Background: an optimization exercise with open tools, aiming at small area and a short achievable clock period. Do not read the settings as production practice.
At most, simulation tests tie the RTL to the original design; equivalence was not proved.

==> branch sierra <==
==> flow/design.v (excerpt) <==
module FP16_mcl(
    input [15:0] data1,
    input [15:0] data2,
    input rst,
    input input_valid,
    input clk,
    output reg [15:0] datanew,
    output reg output_update
    );
==> module FP16_mcl, before the edit <==
module FP16_mcl(
    input [15:0] data1,
    input [15:0] data2,
    input rst,
    input input_valid,
    input clk,
    output reg [15:0] datanew,
    output reg output_update
    );
    reg        v1;
    reg        s1, inf1, zero1;
    reg [5:0]  esum1;
    reg [9:0]  f1, f2;
    always @(posedge clk or posedge rst)
        if (rst) begin
            v1 <= 1'b0;
            output_update <= 1'b0;
        end else begin
            v1 <= input_valid;
            output_update <= v1;
        end
    always @(posedge clk) begin
        s1    <= data1[15] ^ data2[15];
        inf1  <= (&data1[14:10]) | (&data2[14:10]);
        zero1 <= ~(|data1[14:0]) | ~(|data2[14:0]);
        esum1 <= data1[14:10] + data2[14:10];
        f1    <= data1[9:0];
        f2    <= data2[9:0];
    end
    wire [21:0] p    = {1'b1, f1} * {1'b1, f2};
    wire        h    = p[21];
    wire [10:0] sig  = h ? p[21:11] : p[20:10];
    wire        rb   = h ? p[10] : p[9];
    wire        st   = h ? (|p[9:0]) : (|p[8:0]);
    wire        up   = rb & (sig[0] | st);
    wire [11:0] sr   = {1'b0, sig} + {11'd0, up};
    wire [6:0]  ef   = {1'b0, esum1} + {6'd0, h} + {6'd0, sr[11]};
    wire        sat  = inf1 | (ef >= 7'd46);
    wire        flz  = zero1 | (ef <= 7'd15);
    wire [4:0]  eo   = ef[4:0] + 5'd17;
    wire [15:0] res  = sat ? {s1, 15'h7fff} : flz ? 16'h0000 : {s1, eo, sr[9:0]};
    always @(posedge clk)
        datanew <= res;
endmodule
Settings: LEC_CHECK=0, CAP_MARGIN=20, CORE_MARGIN=2, CORE_UTILIZATION=40, SLEW_MARGIN=20; clock period 5.5 ns.
run.sh (not shown) runs the stock make flow with config.mk's settings and CLKGATE_MAP_FILE= SYNTH_SCRIPT=/design/flow/synth_recipe.tcl, a recipe that flattens the netlist after the stock synthesis.
==> branch pepper (differences from branch sierra) <==
--- a/flow/design.v
+++ b/flow/design.v
@@ -10,7 +10,7 @@
     reg        v1;
     reg        s1, inf1, zero1;
     reg [5:0]  esum1;
-    reg [9:0]  f1, f2;
+    reg [21:0] p;
     always @(posedge clk or posedge rst)
         if (rst) begin
             v1 <= 1'b0;
@@ -24,10 +24,8 @@
         inf1  <= (&data1[14:10]) | (&data2[14:10]);
         zero1 <= ~(|data1[14:0]) | ~(|data2[14:0]);
         esum1 <= data1[14:10] + data2[14:10];
-        f1    <= data1[9:0];
-        f2    <= data2[9:0];
+        p     <= {1'b1, data1[9:0]} * {1'b1, data2[9:0]};
     end
-    wire [21:0] p    = {1'b1, f1} * {1'b1, f2};
     wire        h    = p[21];
     wire [10:0] sig  = h ? p[21:11] : p[20:10];
     wire        rb   = h ? p[10] : p[9];
- CORE_UTILIZATION: 40 -> 60
- CTS_BUF_LIST: default -> sky130_fd_sc_hd__clkbuf_4 sky130_fd_sc_hd__clkbuf_8
- GPL_TIMING_DRIVEN: default -> 0
==> branch indigo (differences from branch sierra) <==
--- a/flow/design.v
+++ b/flow/design.v
@@ -10,7 +10,7 @@
     reg        v1;
     reg        s1, inf1, zero1;
     reg [5:0]  esum1;
-    reg [9:0]  f1, f2;
+    reg [21:0] p;
     always @(posedge clk or posedge rst)
         if (rst) begin
             v1 <= 1'b0;
@@ -24,10 +24,8 @@
         inf1  <= (&data1[14:10]) | (&data2[14:10]);
         zero1 <= ~(|data1[14:0]) | ~(|data2[14:0]);
         esum1 <= data1[14:10] + data2[14:10];
-        f1    <= data1[9:0];
-        f2    <= data2[9:0];
+        p     <= {1'b1, data1[9:0]} * {1'b1, data2[9:0]};
     end
-    wire [21:0] p    = {1'b1, f1} * {1'b1, f2};
     wire        h    = p[21];
     wire [10:0] sig  = h ? p[21:11] : p[20:10];
     wire        rb   = h ? p[10] : p[9];
- GPL_TIMING_DRIVEN: default -> 0
==> branch garnet (differences from branch sierra) <==
==> flow/design.v (replaced) <==
module FP16_mcl(
    input [15:0] data1,
    input [15:0] data2,
    input rst,
    input input_valid,
    input clk,
    output reg [15:0] datanew,
    output reg output_update
    );
    wire        s    = data1[15] ^ data2[15];
    wire        inf  = (&data1[14:10]) | (&data2[14:10]);
    wire        zero = ~(|data1[14:0]) | ~(|data2[14:0]);
    wire [5:0]  esum = data1[14:10] + data2[14:10];
    wire [21:0] p    = {1'b1, data1[9:0]} * {1'b1, data2[9:0]};
    wire        h    = p[21];
    wire [10:0] sig  = h ? p[21:11] : p[20:10];
    wire        rb   = h ? p[10] : p[9];
    wire        st   = h ? (|p[9:0]) : (|p[8:0]);
    wire        up   = rb & (sig[0] | st);
    wire [11:0] sr   = {1'b0, sig} + {11'd0, up};
    wire [6:0]  ef   = {1'b0, esum} + {6'd0, h} + {6'd0, sr[11]};
    wire        sat  = inf | (ef >= 7'd46);
    wire        flz  = zero | (ef <= 7'd15);
    wire [4:0]  eo   = ef[4:0] + 5'd17;
    wire [15:0] res  = sat ? {s, 15'h7fff} : flz ? 16'h0000 : {s, eo, sr[9:0]};
    always @(posedge clk or posedge rst)
        if (rst) output_update <= 1'b0;
        else     output_update <= input_valid;
    always @(posedge clk)
        datanew <= res;
endmodule
==> results.tsv <==
stage	metric	value	unit
status	run_status	complete, but fails checks	
status	failed_checks	negative setup slack	
cells_and_area	multi_input_comb_cells	483	
route	drt_iter0_markers	168	
logic_synthesis	netlist_top_cells_area	fa_1 (27%), dfxtp_1 (15%), ha_1 (14%), inv_1 (8.2%), nand2_1 (4.8%)	
timing	setup_ws	-1.49	ns
logic_synthesis	yosys.area.top_type_share	27.3	%
timing	setup_viol	16	
global_route	grt_use_total	20.3	%
timing	fin_crit_sh	127	%
# the run above: branch sierra

==> results.tsv <==
stage	metric	value	unit
global_route	grt_use_total	26.4	%
route	drt_iter0_markers	210	
cells_and_area	multi_input_comb_cells	482	
timing	fin_crit_sh	98.2	%
status	run_status	complete, no violations	
timing	setup_ws	0.101	ns
timing	setup_viol	0	
# the run above: branch pepper

==> results.tsv <==
stage	metric	value	unit
status	run_status	complete, but fails checks	
logic_synthesis	netlist_top_cells_area	fa_1 (30%), ha_1 (16%), inv_1 (8.4%), dfxtp_1 (5.8%), nand2_1 (5.5%)	
timing	setup_ws	-2.66	ns
status	failed_checks	negative setup slack	
timing	setup_viol	16	
global_route	grt_use_total	21.4	%
route	drt_iter0_markers	220	
timing	fin_crit_sh	148	%
cells_and_area	multi_input_comb_cells	487	
logic_synthesis	yosys.area.top_type_share	29.8	%
# the run above: branch garnet

==> results.tsv <==
stage	metric	value	unit
logic_synthesis	netlist_top_cells_area	fa_1 (27%), dfxtp_1 (15%), ha_1 (14%), inv_1 (8.8%), nand2_1 (4.7%)	
global_route	grt_use_total	18.0	%
route	drt_iter0_markers	195	
cells_and_area	multi_input_area	4720	sq um
status	run_status	complete, no violations	
cells_and_area	multi_input_comb_cells	482	
timing	fin_skew	0.00260	ns
logic_synthesis	yosys.area.top_type_share	26.8	%
logic_synthesis	seq_area_frac_synth	16.2	%
critical_path	cp_common_cell	fa_1	
timing	setup_ws	0.136	ns
global_route	grt_pass1_wl	23.7	mm
timing	setup_viol	0	
# the run above: branch indigo

No run of this note included a check of the RTL's function; only the layout flow was run.

========
==> v29: inputs <==
FP16_mcl, a different RTL version from the one above (not shown whole).
==> flow/config.mk <==
export PLATFORM = sky130hd
export DESIGN_NAME = FP16_mcl
export DESIGN_NICKNAME = FP16_mcl
export VERILOG_FILES = /design/flow/design.v
export SDC_FILE = /design/flow/constraint.sdc
export NUM_CORES = 4
export LEC_CHECK = 0
export ABC_AREA = 1
export CAP_MARGIN = 20
export CORE_MARGIN = 2
export CORE_UTILIZATION = 60
export CTS_BUF_LIST = sky130_fd_sc_hd__clkbuf_4 sky130_fd_sc_hd__clkbuf_8
export SETUP_SLACK_MARGIN = 2.95
export SLEW_MARGIN = 20
==> flow/constraint.sdc <==
create_clock -name core_clock -period 5.5 [get_ports {clk}]
set_input_delay 1.1000 -clock core_clock [delete_from_list [all_inputs] [get_ports {clk}]]
set_output_delay 1.1000 -clock core_clock [all_outputs]
set_load 0.01 [all_outputs]
standard.sh (not shown) runs the stock make flow with config.mk's settings and CLKGATE_MAP_FILE= SYNTH_SCRIPT=/design/flow/synth_recipe.tcl, a recipe that flattens the netlist after the stock synthesis.
==> flow/flow/run.sh <==
#!/bin/bash
# The standard layout, with the port buffers made from the smallest buffer cell.
bash standard.sh 'BUFFER_PORTS_ARGS=-buffer_cell sky130_fd_sc_hd__buf_1' finish > standard.log 2>&1
==> v9 (differences from v29) <==
Settings changed: SETUP_SLACK_MARGIN 2.95 to 2.7.
==> impl_metrics.env <==
export IMPL_gp_congestion=0.997
export IMPL_status="finished clean"
export IMPL_crit_arrival_ns=2.93
export IMPL_syn2layout_area_growth_pct=14.5
export IMPL_dp_hpwl_um=11500
The numbers above come from v29.

==> impl_metrics.env <==
export IMPL_syn2layout_area_growth_pct=10.5
export IMPL_gp_congestion=0.937
export IMPL_dp_hpwl_um=11500
export IMPL_status="finished clean"
The numbers above come from v9.

Function was not checked in any run of this note: the RTL went through the layout flow alone.

========
==> run a: inputs <==
FP16_mcl, a different RTL version from the one above (not shown whole).
export LEC_CHECK = 0
export ABC_AREA = 1
export CAP_MARGIN = 20
export CORE_MARGIN = 2
export CORE_UTILIZATION = 60
export CTS_BUF_LIST = sky130_fd_sc_hd__clkbuf_4 sky130_fd_sc_hd__clkbuf_8
export SETUP_SLACK_MARGIN = 3.4
export SLEW_MARGIN = 20
create_clock -name core_clock -period 5.5 [get_ports {clk}]
==> flow/flow/run.sh <==
#!/bin/bash
# The standard layout, with the port buffers made from the buf_2 cell.
bash standard.sh 'BUFFER_PORTS_ARGS=-buffer_cell sky130_fd_sc_hd__buf_2' finish > standard.log 2>&1
==> run b (differences from run a) <==
==> flow/flow/run.sh (replaced) <==
#!/bin/bash
# The standard layout, with the port buffers made from the smallest buffer cell.
bash standard.sh 'BUFFER_PORTS_ARGS=-buffer_cell sky130_fd_sc_hd__buf_1' finish > standard.log 2>&1
CORE_UTILIZATION = 50   (was 60)
SETUP_SLACK_MARGIN = 3.45   (was 3.4)
==> notes <==
- Between run b and run a, the lower core utilization is in run b (gap 11 points).
- Of run b and run a, run a has the higher first-iteration DRC count (gap 16%, measured against run a).
- Cell count: run b is higher than run a (3.6%).
- Of run b and run a, run b has the higher die area (gap about 20%, measured against run a).
- In hold slack, run b and run a hardly differ.
- Against run a, the count of clock-buffer cells in the layout of run b is lower by 1.
- In fmax, run a and run b hardly differ.
- Against run b, the via count of run a is lower by 0.47%.

========
==> inputs of v1 <==
Another version of the RTL of FP16_mcl (not shown whole).
clock: 5.5 ns
lec_check: 0
abc_area: 1
cap_margin: 20
core_margin: 2
core_utilization: 60
cts_buf_list: sky130_fd_sc_hd__clkbuf_4 sky130_fd_sc_hd__clkbuf_8
setup_slack_margin: 3.55
slew_margin: 20
==> flow/flow/run.sh <==
#!/bin/bash
# The standard layout, with the port buffers made from the smallest buffer cell.
bash standard.sh 'BUFFER_PORTS_ARGS=-buffer_cell sky130_fd_sc_hd__buf_1' finish > standard.log 2>&1
==> inputs of v4, as changes to v1 <==
Settings changed: SETUP_SLACK_MARGIN 3.55 to 3.45.
==> inputs of v8, as changes to v1 <==
--- a/flow/design.v
+++ b/flow/design.v
@@ -36,37 +36,39 @@
     wire G33;
     wire G34;
     wire G35;
     wire G36;
     wire G37;
     wire G38;
     wire G39;
     wire G4;
+    wire G40;
     wire G5;
     wire G6;
     wire G7;
     wire G8;
     wire G9;
     wire P1;
-    wire P10;
     wire P11;
     wire P12;
     wire P13;
     wire P14;
     wire P15;
     wire P16;
     wire P17;
     wire P18;
     wire P19;
     wire P2;
     wire P20;
     wire P21;
     wire P22;
+    wire P23;
     wire P4;
+    wire P5;
     wire all_k0;
     wire all_k1;
     wire any_k0;
     wire any_k1;
     wire bm5_0;
     wire bm5_1;
     wire bm5_10;
     wire bm5_11;
@@ -535,21 +537,19 @@
     reg fc_3_17_42_r3;
     reg fs_3_19_44_r3;
     reg fc_3_18_43_r3;
     reg hs_3_20_9_r3;
     reg fc_3_19_44_r3;
     reg hs_3_21_10_r3;
     reg hc_3_20_9_r3;
     reg G2_r2;
-    reg g7_r3;
-    reg p7_r3;
-    reg G7_r3;
     reg g8_r3;
     reg p8_r3;
+    reg G9_r3;
     reg hrs12_r3;
     reg hrc12_r3;
     reg hrs13_r3;
     reg hrc13_r3;
     reg hrs14_r3;
     reg hrc14_r3;
     reg hrs15_r3;
     reg hrc15_r3;
@@ -852,21 +852,23 @@
     assign p0_0 = bp0_0 ^ neg0_r1;
     assign G1 = bp0_1 & g0_0;
     assign P1 = bp0_1 & p0_0;
     assign G2 = fs_1_2_0 & G1;
     assign P2 = fs_1_2_0 & P1;
     assign G3 = fs_2_3_20 & G2_r2;
     assign G4 = g5 | (p5 & g4);
     assign P4 = p5 & p4;
-    assign G5 = g4 | (p4 & G3);
-    assign G6 = G4 | (P4 & G3);
-    assign G7 = g6 | (p6 & G6);
-    assign G8 = g7_r3 | (p7_r3 & G7_r3);
-    assign G9 = g8_r3 | (p8_r3 & G8);
+    assign G5 = g7 | (p7 & g6);
+    assign P5 = p7 & p6;
+    assign G6 = g4 | (p4 & G3);
+    assign G7 = G4 | (P4 & G3);
+    assign G8 = g6 | (p6 & G7);
+    assign G9 = G5 | (P5 & G7);
+    assign G10 = g8_r3 | (p8_r3 & G9_r3);
     assign hrs11 = fs_3_11_36 ^ fc_3_10_35;
     assign hrc12 = fs_3_11_36 & fc_3_10_35;
     assign hrs12 = fs_3_12_37 ^ fc_3_11_36;
     assign hrc13 = fs_3_12_37 & fc_3_11_36;
     assign hrs13 = fs_3_13_38 ^ fc_3_12_37;
     assign hrc14 = fs_3_13_38 & fc_3_12_37;
     assign hrs14 = fs_3_14_39 ^ fc_3_13_38;
     assign hrc15 = fs_3_14_39 & fc_3_13_38;
@@ -898,42 +900,42 @@
     assign ug18 = hrs18_r3 & hrc18_r3;
     assign up18 = hrs18_r3 ^ hrc18_r3;
     assign ug19 = hrs19_r3 & hrc19_r3;
     assign up19 = hrs19_r3 ^ hrc19_r3;
     assign ug20 = hrs20_r3 & hrc20_r3;
     assign up20 = hrs20_r3 ^ hrc20_r3;
     assign ug21 = hrs21_r3 & hrc21_r3;
     assign up21 = hrs21_r3 ^ hrc21_r3;
-    assign G10 = ug13 | (up13 & ug12);
-    assign P10 = up13 & up12;
-    assign G11 = ug15 | (up15 & ug14);
-    assign P11 = up15 & up14;
-    assign G12 = ug17 | (up17 & ug16);
-    assign P12 = up17 & up16;
-    assign G13 = ug19 | (up19 & ug18);
-    assign P13 = up19 & up18;
-    assign G14 = ug14 | (up14 & G10);
-    assign P14 = up14 & P10;
-    assign G15 = G11 | (P11 & G10);
-    assign P15 = P11 & P10;
-    assign G16 = ug18 | (up18 & G12);
-    assign P16 = up18 & P12;
-    assign G17 = G13 | (P13 & G12);
-    assign P17 = P13 & P12;
-    assign G18 = ug16 | (up16 & G15);
-    assign P18 = up16 & P15;
-    assign G19 = G12 | (P12 & G15);
-    assign P19 = P12 & P15;
-    assign G20 = G16 | (P16 & G15);
-    assign P20 = P16 & P15;
-    assign G21 = G17 | (P17 & G15);
-    assign P21 = P17 & P15;
-    assign G22 = ug20 | (up20 & G21);
-    assign P22 = up20 & P21;
+    assign G11 = ug13 | (up13 & ug12);
+    assign P11 = up13 & up12;
+    assign G12 = ug15 | (up15 & ug14);
+    assign P12 = up15 & up14;
+    assign G13 = ug17 | (up17 & ug16);
+    assign P13 = up17 & up16;
+    assign G14 = ug19 | (up19 & ug18);
+    assign P14 = up19 & up18;
+    assign G15 = ug14 | (up14 & G11);
+    assign P15 = up14 & P11;
+    assign G16 = G12 | (P12 & G11);
+    assign P16 = P12 & P11;
+    assign G17 = ug18 | (up18 & G13);
+    assign P17 = up18 & P13;
+    assign G18 = G14 | (P14 & G13);
+    assign P18 = P14 & P13;
+    assign G19 = ug16 | (up16 & G16);
+    assign P19 = up16 & P16;
+    assign G20 = G13 | (P13 & G16);
+    assign P20 = P13 & P16;
+    assign G21 = G17 | (P17 & G16);
+    assign P21 = P17 & P16;
+    assign G22 = G18 | (P18 & G16);
+    assign P22 = P18 & P16;
+    assign G23 = ug20 | (up20 & G22);
+    assign P23 = up20 & P22;
     assign l9_k0 = p9_r3;
     assign all_k0 = fs_3_10_35_r3 & fc_3_9_34_r3 & g9_r3;
     assign any_k0 = fs_3_10_35_r3 | fc_3_9_34_r3 | g9_r3;
     assign ex2_k0 = (fs_3_10_35_r3 & fc_3_9_34_r3 & ~g9_r3) | (fs_3_10_35_r3 & ~fc_3_9_34_r3 & g9_r3) | (~fs_3_10_35_r3 & fc_3_9_34_r3 & g9_r3);
     assign ex1_k0 = (fs_3_10_35_r3 & ~fc_3_9_34_r3 & ~g9_r3) | (~fs_3_10_35_r3 & fc_3_9_34_r3 & ~g9_r3) | (~fs_3_10_35_r3 & ~fc_3_9_34_r3 & g9_r3);
     assign l10_k0 = ex1_k0 | all_k0;
     assign c12_1_k0 = all_k0 | (hrs11_r3 & any_k0);
     assign q11_1_k0 = hrs11_r3 ^ (any_k0 & ~all_k0);
@@ -949,59 +951,59 @@
     assign ex1_k1 = (fs_3_10_35_r3 & ~fc_3_9_34_r3 & ~c10_k1) | (~fs_3_10_35_r3 & fc_3_9_34_r3 & ~c10_k1) | (~fs_3_10_35_r3 & ~fc_3_9_34_r3 & c10_k1);
     assign l10_k1 = ex1_k1 | all_k1;
     assign c12_1_k1 = all_k1 | (hrs11_r3 & any_k1);
     assign q11_1_k1 = hrs11_r3 ^ (any_k1 & ~all_k1);
     assign k1_k1 = ex2_k1 | (all_k1 & ~l9_k1) | (ex1_k1 & l9_k1);
     assign c12_0_k1 = (all_k1 & l9_k1) | (k1_k1 & hrs11_r3);
     assign q11_0_k1 = hrs11_r3 ^ k1_k1;
     assign q10_k1 = l10_k1 ^ l9_k1;
-    assign pl9 = G9 ? l9_k1 : l9_k0;
-    assign pl10 = G9 ? l10_k1 : l10_k0;
-    assign q0_10 = G9 ? q10_k1 : q10_k0;
-    assign q0_c12 = G9 ? c12_0_k1 : c12_0_k0;
-    assign q0_11 = G9 ? q11_0_k1 : q11_0_k0;
+    assign pl9 = G10 ? l9_k1 : l9_k0;
+    assign pl10 = G10 ? l10_k1 : l10_k0;
+    assign q0_10 = G10 ? q10_k1 : q10_k0;
+    assign q0_c12 = G10 ? c12_0_k1 : c12_0_k0;
+    assign q0_11 = G10 ? q11_0_k1 : q11_0_k0;
     assign q0_12 = up12 ^ q0_c12;
-    assign G23 = ug12 | (up12 & q0_c12);
-    assign q0_13 = up13 ^ G23;
-    assign G24 = G10 | (P10 & q0_c12);
-    assign q0_14 = up14 ^ G24;
-    assign G25 = G14 | (P14 & q0_c12);
-    assign q0_15 = up15 ^ G25;
+    assign G24 = ug12 | (up12 & q0_c12);
+    assign q0_13 = up13 ^ G24;
+    assign G25 = G11 | (P11 & q0_c12);
+    assign q0_14 = up14 ^ G25;
     assign G26 = G15 | (P15 & q0_c12);
-    assign q0_16 = up16 ^ G26;
-    assign G27 = G18 | (P18 & q0_c12);
-    assign q0_17 = up17 ^ G27;
+    assign q0_15 = up15 ^ G26;
+    assign G27 = G16 | (P16 & q0_c12);
+    assign q0_16 = up16 ^ G27;
     assign G28 = G19 | (P19 & q0_c12);
-    assign q0_18 = up18 ^ G28;
+    assign q0_17 = up17 ^ G28;
     assign G29 = G20 | (P20 & q0_c12);
-    assign q0_19 = up19 ^ G29;
+    assign q0_18 = up18 ^ G29;
     assign G30 = G21 | (P21 & q0_c12);
-    assign q0_20 = up20 ^ G30;
+    assign q0_19 = up19 ^ G30;
     assign G31 = G22 | (P22 & q0_c12);
-    assign q0_21 = up21 ^ G31;
-    assign q1_c12 = G9 ? c12_1_k1 : c12_1_k0;
-    assign q1_11 = G9 ? q11_1_k1 : q11_1_k0;
+    assign q0_20 = up20 ^ G31;
+    assign G32 = G23 | (P23 & q0_c12);
+    assign q0_21 = up21 ^ G32;
+    assign q1_c12 = G10 ? c12_1_k1 : c12_1_k0;
+    assign q1_11 = G10 ? q11_1_k1 : q11_1_k0;
     assign q1_12 = up12 ^ q1_c12;
-    assign G32 = ug12 | (up12 & q1_c12);
-    assign q1_13 = up13 ^ G32;
-    assign G33 = G10 | (P10 & q1_c12);
-    assign q1_14 = up14 ^ G33;
-    assign G34 = G14 | (P14 & q1_c12);
-    assign q1_15 = up15 ^ G34;
+    assign G33 = ug12 | (up12 & q1_c12);
+    assign q1_13 = up13 ^ G33;
+    assign G34 = G11 | (P11 & q1_c12);
+    assign q1_14 = up14 ^ G34;
     assign G35 = G15 | (P15 & q1_c12);
-    assign q1_16 = up16 ^ G35;
-    assign G36 = G18 | (P18 & q1_c12);
-    assign q1_17 = up17 ^ G36;
+    assign q1_15 = up15 ^ G35;
+    assign G36 = G16 | (P16 & q1_c12);
+    assign q1_16 = up16 ^ G36;
     assign G37 = G19 | (P19 & q1_c12);
-    assign q1_18 = up18 ^ G37;
+    assign q1_17 = up17 ^ G37;
     assign G38 = G20 | (P20 & q1_c12);
-    assign q1_19 = up19 ^ G38;
+    assign q1_18 = up18 ^ G38;
     assign G39 = G21 | (P21 & q1_c12);
-    assign q1_20 = up20 ^ G39;
+    assign q1_19 = up19 ^ G39;
+    assign G40 = G22 | (P22 & q1_c12);
+    assign q1_20 = up20 ^ G40;
     wire z9 = z9_0_r3;
     wire k = q0_21;
     wire tie0 = pl9 & z9;
     wire tie1 = pl10 & ~pl9 & z9;
     wire [9:0] frac1 = {q1_20, q1_19, q1_18, q1_17, q1_16, q1_15, q1_14, q1_13, q1_12, q1_11 & ~tie1};
     wire [9:0] frac0 = {q0_19, q0_18, q0_17, q0_16, q0_15, q0_14, q0_13, q0_12, q0_11, q0_10 & ~tie0};
     wire [5:0] esr = {es5_r3, es4_r3, es3_r3, es2_r3, es1_r3, es0_r3};
     wire sat1 = esr >= 6'd45;
@@ -1145,21 +1147,19 @@
         fc_3_17_42_r3 <= fc_3_17_42;
         fs_3_19_44_r3 <= fs_3_19_44;
         fc_3_18_43_r3 <= fc_3_18_43;
         hs_3_20_9_r3 <= hs_3_20_9;
         fc_3_19_44_r3 <= fc_3_19_44;
         hs_3_21_10_r3 <= hs_3_21_10;
         hc_3_20_9_r3 <= hc_3_20_9;
         G2_r2 <= G2;
-        g7_r3 <= g7;
-        p7_r3 <= p7;
-        G7_r3 <= G7;
         g8_r3 <= g8;
         p8_r3 <= p8;
+        G9_r3 <= G9;
         hrs12_r3 <= hrs12;
         hrc12_r3 <= hrc12;
         hrs13_r3 <= hrs13;
         hrc13_r3 <= hrc13;
         hrs14_r3 <= hrs14;
         hrc14_r3 <= hrc14;
         hrs15_r3 <= hrs15;
         hrc15_r3 <= hrc15;
Settings changed: SETUP_SLACK_MARGIN 3.55 to 3.45.
==> comparison table <==
| item | v8 | v4 | v1 |
|---|---|---|---|
| Non-clock buffers | 55 | 56 | 62 |
| Hold Startpoint | es2_r2 | sg0_r1 | sg0_r1 |
| Cell total after placement | 1075 | 1091 | 1091 |
| Result of the run | no timing/DRC/antenna violations | no timing/DRC/antenna violations | no timing/DRC/antenna violations |
| Number of sinks handled by clock tree synthesis | 170 | 172 | 172 |
| Reg2reg start | neg3_r1 | hrs13_r3 | fs_3_10_35_r3 |
| Xor/xnor share of the synthesized area | 0.0787 | 0.0725 | 0.0725 |
| Clk_buf instances | 17 | 21 | 21 |
| DP Area | 8370 µm² | 8430 µm² | 8430 µm² |
| Post-route clock skew | 0.00982 ns | 0.0151 ns | 0.0149 ns |
| Number of setup buffers added after CTS | 0 | 3 | 3 |
| Adder-cell share of the synthesized area | 0.194 | 0.192 | 0.192 |
No functional check of the RTL was part of any run of this note.

==> afterwards: timing with drivers on the ports <==
The results above use ideal ports. As a check the final layouts listed here were re-extracted and re-timed, cells and wires unchanged. Step 1: set_driving_cell puts a clkbuf_16 on clk and a buf_2 on each other input, an assumption about the parent block. Step 2, shift: input delay + t, output delay - t, t = (earliest + latest rising clock arrival at the registers) / 2. This alone moves slack from input paths to output paths. Slacks: ideal / step 1 / step 2; pairs: ideal / step 1.
| run | t, ns | setup WS [ns] | worst hold slack (ns) | slew at the worst register clock pin (ns) | cell pins on the clock port's net |
|---|---|---|---|---|---|
| branch sierra | 0.330 | -1.492 / -1.492 / -1.492 | 0.356 / 0.356 / 0.356 | 0.07 / 0.07 | 1 |
| branch pepper | 0.322 | 0.101 / 0.091 / -0.231 | 0.370 / 0.370 / 0.370 | 0.08 / 0.08 | 1 |
| branch indigo | 0.320 | 0.136 / 0.133 / -0.187 | 0.349 / 0.349 / 0.349 | 0.06 / 0.06 | 1 |
| branch garnet | 0.272 | -2.659 / -2.678 / -2.950 | 0.980 / 0.978 / 1.250 | 0.05 / 0.05 | 1 |
| v29 | 0.416 | 2.830 / 2.830 / 2.830 | 0.336 / 0.336 / 0.336 | 0.10 / 0.10 | 1 |
| v9 | 0.413 | 2.763 / 2.763 / 2.763 | 0.342 / 0.342 / 0.342 | 0.11 / 0.11 | 1 |
| run a | 0.479 | 3.460 / 3.422 / 3.160 | 0.332 / 0.332 / 0.332 | 0.09 / 0.09 | 1 |
| run b | 0.484 | 3.461 / 3.421 / 3.142 | 0.331 / 0.331 / 0.331 | 0.10 / 0.10 | 1 |
| v1 | 0.500 | 3.440 / 3.403 / 3.337 | 0.333 / 0.333 / 0.333 | 0.09 / 0.09 | 1 |
| v4 | 0.499 | 3.441 / 3.403 / 3.344 | 0.334 / 0.334 / 0.334 | 0.09 / 0.09 | 1 |
| v8 | 0.488 | 3.461 / 3.424 / 3.441 | 0.334 / 0.334 / 0.334 | 0.10 / 0.10 | 1 |
Met with ideal ports but missed after step 2: setup timing in branch pepper and branch indigo. For branch pepper, which loses most, drivers alone change the setup slack by -0.010 ns; drivers and shift together by -0.332 ns.
